This is an optimization exercise on Yosys and OpenROAD, whose aim is small area, not a production implementation. Only simulation tests tie the RTL to the original design; equivalence was not proved. Power is estimated from default activity; no workload was simulated.

==> flow/design.v <==
module top(
	input wire clk,
	input wire rst_n,
	input wire [4:0] paddr,
	input wire [31:0] pwdata,
	input wire pwrite_in,
	output reg [31:0] data,
	output reg pready
);
genvar k, b, g;
reg [4:0] c;
wire dir_cap  = (c == 5'd1)  | (c == 5'd19);
wire addr_cap = (c == 5'd15) | (c == 5'd30);
wire complete = (c == 5'd16) | (c == 5'd31);
wire clear    = ~c[4];
always @(posedge clk or negedge rst_n)
	if (!rst_n) c <= 5'd0;
	else c <= (c == 5'd31) ? 5'd17 : c + 5'd1;
reg tg;
always @(posedge clk or negedge rst_n)
	if (!rst_n) tg <= 1'b0;
	else tg <= ~tg;
reg pw, pend;
reg [4:0] pa;
reg [31:0] pd;
always @(posedge clk)
	if (dir_cap) pw <= pwrite_in;
always @(posedge clk)
	if (addr_cap) begin
		pa <= paddr;
		pend <= pw;
	end
wire pd_keep = ~addr_cap & ~clear;
wire [31:0] pd_next;
for (b = 0; b < 32; b = b + 1) begin : pdn
	ao22 u (.a0(pwdata[b]), .b0(addr_cap), .a1(pd[b]), .b1(pd_keep), .y(pd_next[b]));
end
always @(posedge clk)
	pd <= pd_next;
wire in_c = (pa[3:0] == 4'd15);
wire hit = (pa[3:0] == c[3:0]) | ((pa[3:0] == 4'd0) & (c[3:0] == 4'd15));
wire insA = clear | (pend & ~pa[4] & ~in_c & hit);
wire insB = clear | (pend &  pa[4] & ~in_c & hit);
wire insC = clear | (pend & in_c & (tg ^ pa[4]));
reg [479:0] ra, rb;
reg [63:0] rc;
always @(posedge clk) begin
	ra <= {ra[447:32], insA ? pd : ra[31:0], ra[479:448]};
	rb <= {rb[447:32], insB ? pd : rb[31:0], rb[479:448]};
	rc <= {rc[31:0], insC ? pd : rc[63:32]};
end
wire rd_en = complete & ~pw;
wire hold = ~complete;
wire [3:0] hi;
wire [7:0] lo;
for (k = 0; k < 4; k = k + 1) begin : dhi
	assign hi[k] = pa[3:2] == k;
end
for (k = 0; k < 8; k = k + 1) begin : dlo
	assign lo[k] = rd_en & (pa[4] == k / 4) & (pa[1:0] == k % 4);
end
wire [32:0] sel;
wire [1055:0] word;
for (k = 0; k < 15; k = k + 1) begin : dab
	localparam integer I = (15 - k) % 15;
	an2 ua (.a(hi[I / 4]), .b(lo[I % 4]), .y(sel[k]));
	an2 ub (.a(hi[I / 4]), .b(lo[4 + I % 4]), .y(sel[15 + k]));
	assign word[k*32 +: 32] = ra[k*32 +: 32];
	assign word[(15 + k)*32 +: 32] = rb[k*32 +: 32];
end
wire rd_c = rd_en & in_c;
assign sel[30] = rd_c & ~(tg ^ pa[4]);
assign sel[31] = rd_c &  (tg ^ pa[4]);
assign sel[32] = hold;
assign word[30*32 +: 32] = rc[31:0];
assign word[31*32 +: 32] = rc[63:32];
wire [31:0] dnext;
for (b = 0; b < 32; b = b + 1) begin : rd
	wire [10:0] t;
	for (g = 0; g < 10; g = g + 1) begin : grp
		aoi222 u (.a0(word[(3*g)*32 + b]), .b0(sel[3*g]),
		          .a1(word[(3*g+1)*32 + b]), .b1(sel[3*g+1]),
		          .a2(word[(3*g+2)*32 + b]), .b2(sel[3*g+2]), .y(t[g]));
	end
	aoi222 u10 (.a0(word[30*32 + b]), .b0(sel[30]), .a1(word[31*32 + b]), .b1(sel[31]),
	            .a2(data[b]), .b2(sel[32]), .y(t[10]));
	nd11 u11 (.t(t), .y(dnext[b]));
end
always @(posedge clk or negedge rst_n)
	if (!rst_n) begin
		data <= 32'd0;
		pready <= 1'b0;
	end else begin
		pready <= complete;
		data <= dnext;
	end
endmodule
module aoi222(input a0, b0, a1, b1, a2, b2, output y);
assign y = ~((a0 & b0) | (a1 & b1) | (a2 & b2));
endmodule
module nd11(input [10:0] t, output y);
assign y = ~&t;
endmodule
module ao22(input a0, b0, a1, b1, output y);
assign y = (a0 & b0) | (a1 & b1);
endmodule
module an2(input a, b, output y);
assign y = a & b;
endmodule
clock: 5.0 ns
lec_check: 0
cap_margin: 20
core_margin: 2
core_utilization: 70
place_density: 0.85
slew_margin: 20
synth_hierarchical: 1
synth_minimum_keep_size: 0
standard.sh (not shown) runs the stock make flow with config.mk's settings and CLKGATE_MAP_FILE= SYNTH_SCRIPT=/design/flow/synth_recipe.tcl, a recipe that flattens the netlist after the stock synthesis.
==> flow/flow/run.sh <==
#!/bin/bash
set -euo pipefail
export PRE_FLOORPLAN_TCL="$PWD/flow/downsize.tcl"
export BUFFER_PORTS_ARGS="-buffer_cell sky130_fd_sc_hd__buf_1"
export CTS_ARGS="-sink_clustering_enable -repair_clock_nets -dont_use_dummy_load -sink_clustering_size 12 -sink_clustering_max_diameter 40 -buf_list sky130_fd_sc_hd__buf_4"
bash standard.sh finish > standard.log 2>&1
==> flow/flow/downsize.tcl <==
# Before floorplanning: give every combinational cell the smallest-area
# variant of its own function (same cell name with another drive strength).
# Repair during placement and after clock tree synthesis sizes up again where
# slew, capacitance or timing needs it. Flip-flops and tie cells are left.
set n 0
set saved 0.0
foreach inst [get_cells *] {
  set m [get_property $inst ref_name]
  if {![regexp {^(sky130_fd_sc_hd__[a-z0-9]+)_([0-9]+)$} $m -> base drv]} { continue }
  if {[regexp {__(df|ed|sdf|sed|dl|conb|clk)} $base]} { continue }
  set cur [get_lib_cells */$m]
  set best $cur
  set barea [get_property $cur area]
  foreach d {0 1 2} {
    set c [get_lib_cells -quiet */${base}_$d]
    if {$c == ""} { continue }
    if {[get_property $c dont_use]} { continue }
    set a [get_property $c area]
    if {$a < $barea} { set best $c; set barea $a }
  }
  if {$best != $cur} {
    set saved [expr {$saved + [get_property $cur area] - $barea}]
    replace_cell $inst $best
    incr n
  }
}
puts "downsize: replaced $n cells, [format %.1f $saved] um2 less"
Change:
--- a/flow/design.v
+++ b/flow/design.v
@@ -45,8 +45,15 @@
 reg [479:0] ra, rb;
 reg [63:0] rc;
+wire [31:0] na, nb, nc;
+wire keepA = ~insA, keepB = ~insB, keepC = ~insC;
+for (b = 0; b < 32; b = b + 1) begin : ins
+	ao22 ua (.a0(pd[b]), .b0(insA), .a1(ra[b]), .b1(keepA), .y(na[b]));
+	ao22 ub (.a0(pd[b]), .b0(insB), .a1(rb[b]), .b1(keepB), .y(nb[b]));
+	ao22 uc (.a0(pd[b]), .b0(insC), .a1(rc[32 + b]), .b1(keepC), .y(nc[b]));
+end
 always @(posedge clk) begin
-	ra <= {ra[447:32], insA ? pd : ra[31:0], ra[479:448]};
-	rb <= {rb[447:32], insB ? pd : rb[31:0], rb[479:448]};
-	rc <= {rc[31:0], insC ? pd : rc[63:32]};
+	ra <= {ra[447:32], na, ra[479:448]};
+	rb <= {rb[447:32], nb, rb[479:448]};
+	rc <= {rc[31:0], nc};
 end
 wire rd_en = complete & ~pw;
Effect: Worst setup slack is worse by 0.12 ns. Total power barely changes. Global-route usage increases by 1.8 points. Register-to-register slack loses 0.12 ns. Final cell count is about the same. Die area decreases by 0.82%. Routed wire length rose by 4.4%. Count of clock-buffer cells in the layout decreases by 3. Maximum frequency fell by about 3%.

separate check: timing with driven ports:
The flow's constraints put no driver on any port. The routed layouts listed below were extracted and timed again, unchanged, in two steps.
Step 1 (the two cells are an assumption about what drives the block):
set clk [get_ports {clk}]
set_driving_cell -lib_cell sky130_fd_sc_hd__clkbuf_16 $clk
set_driving_cell -lib_cell sky130_fd_sc_hd__buf_2 [delete_from_list [all_inputs] $clk]
Step 2 also shifts input and output timing later by t, the mid clock arrival at the registers, as if the neighbouring blocks saw the same clock.
Slacks: ideal / step 1 / step 2; pairs: ideal / step 1.
run | shift t [ns] | slack for setup (ns) | worst setup path after step 2 | clock arrival spread, ns | slew at the worst register clock pin (ns)
the first run | 0.782 | 1.117 / 1.117 / 1.117 | register to register | 0.084 / 0.085 | 0.11 / 0.11
the second run | 0.771 | 0.995 / 0.995 / 0.995 | register to register | 0.106 / 0.106 | 0.12 / 0.12
After both steps setup and hold are still met in every run listed.
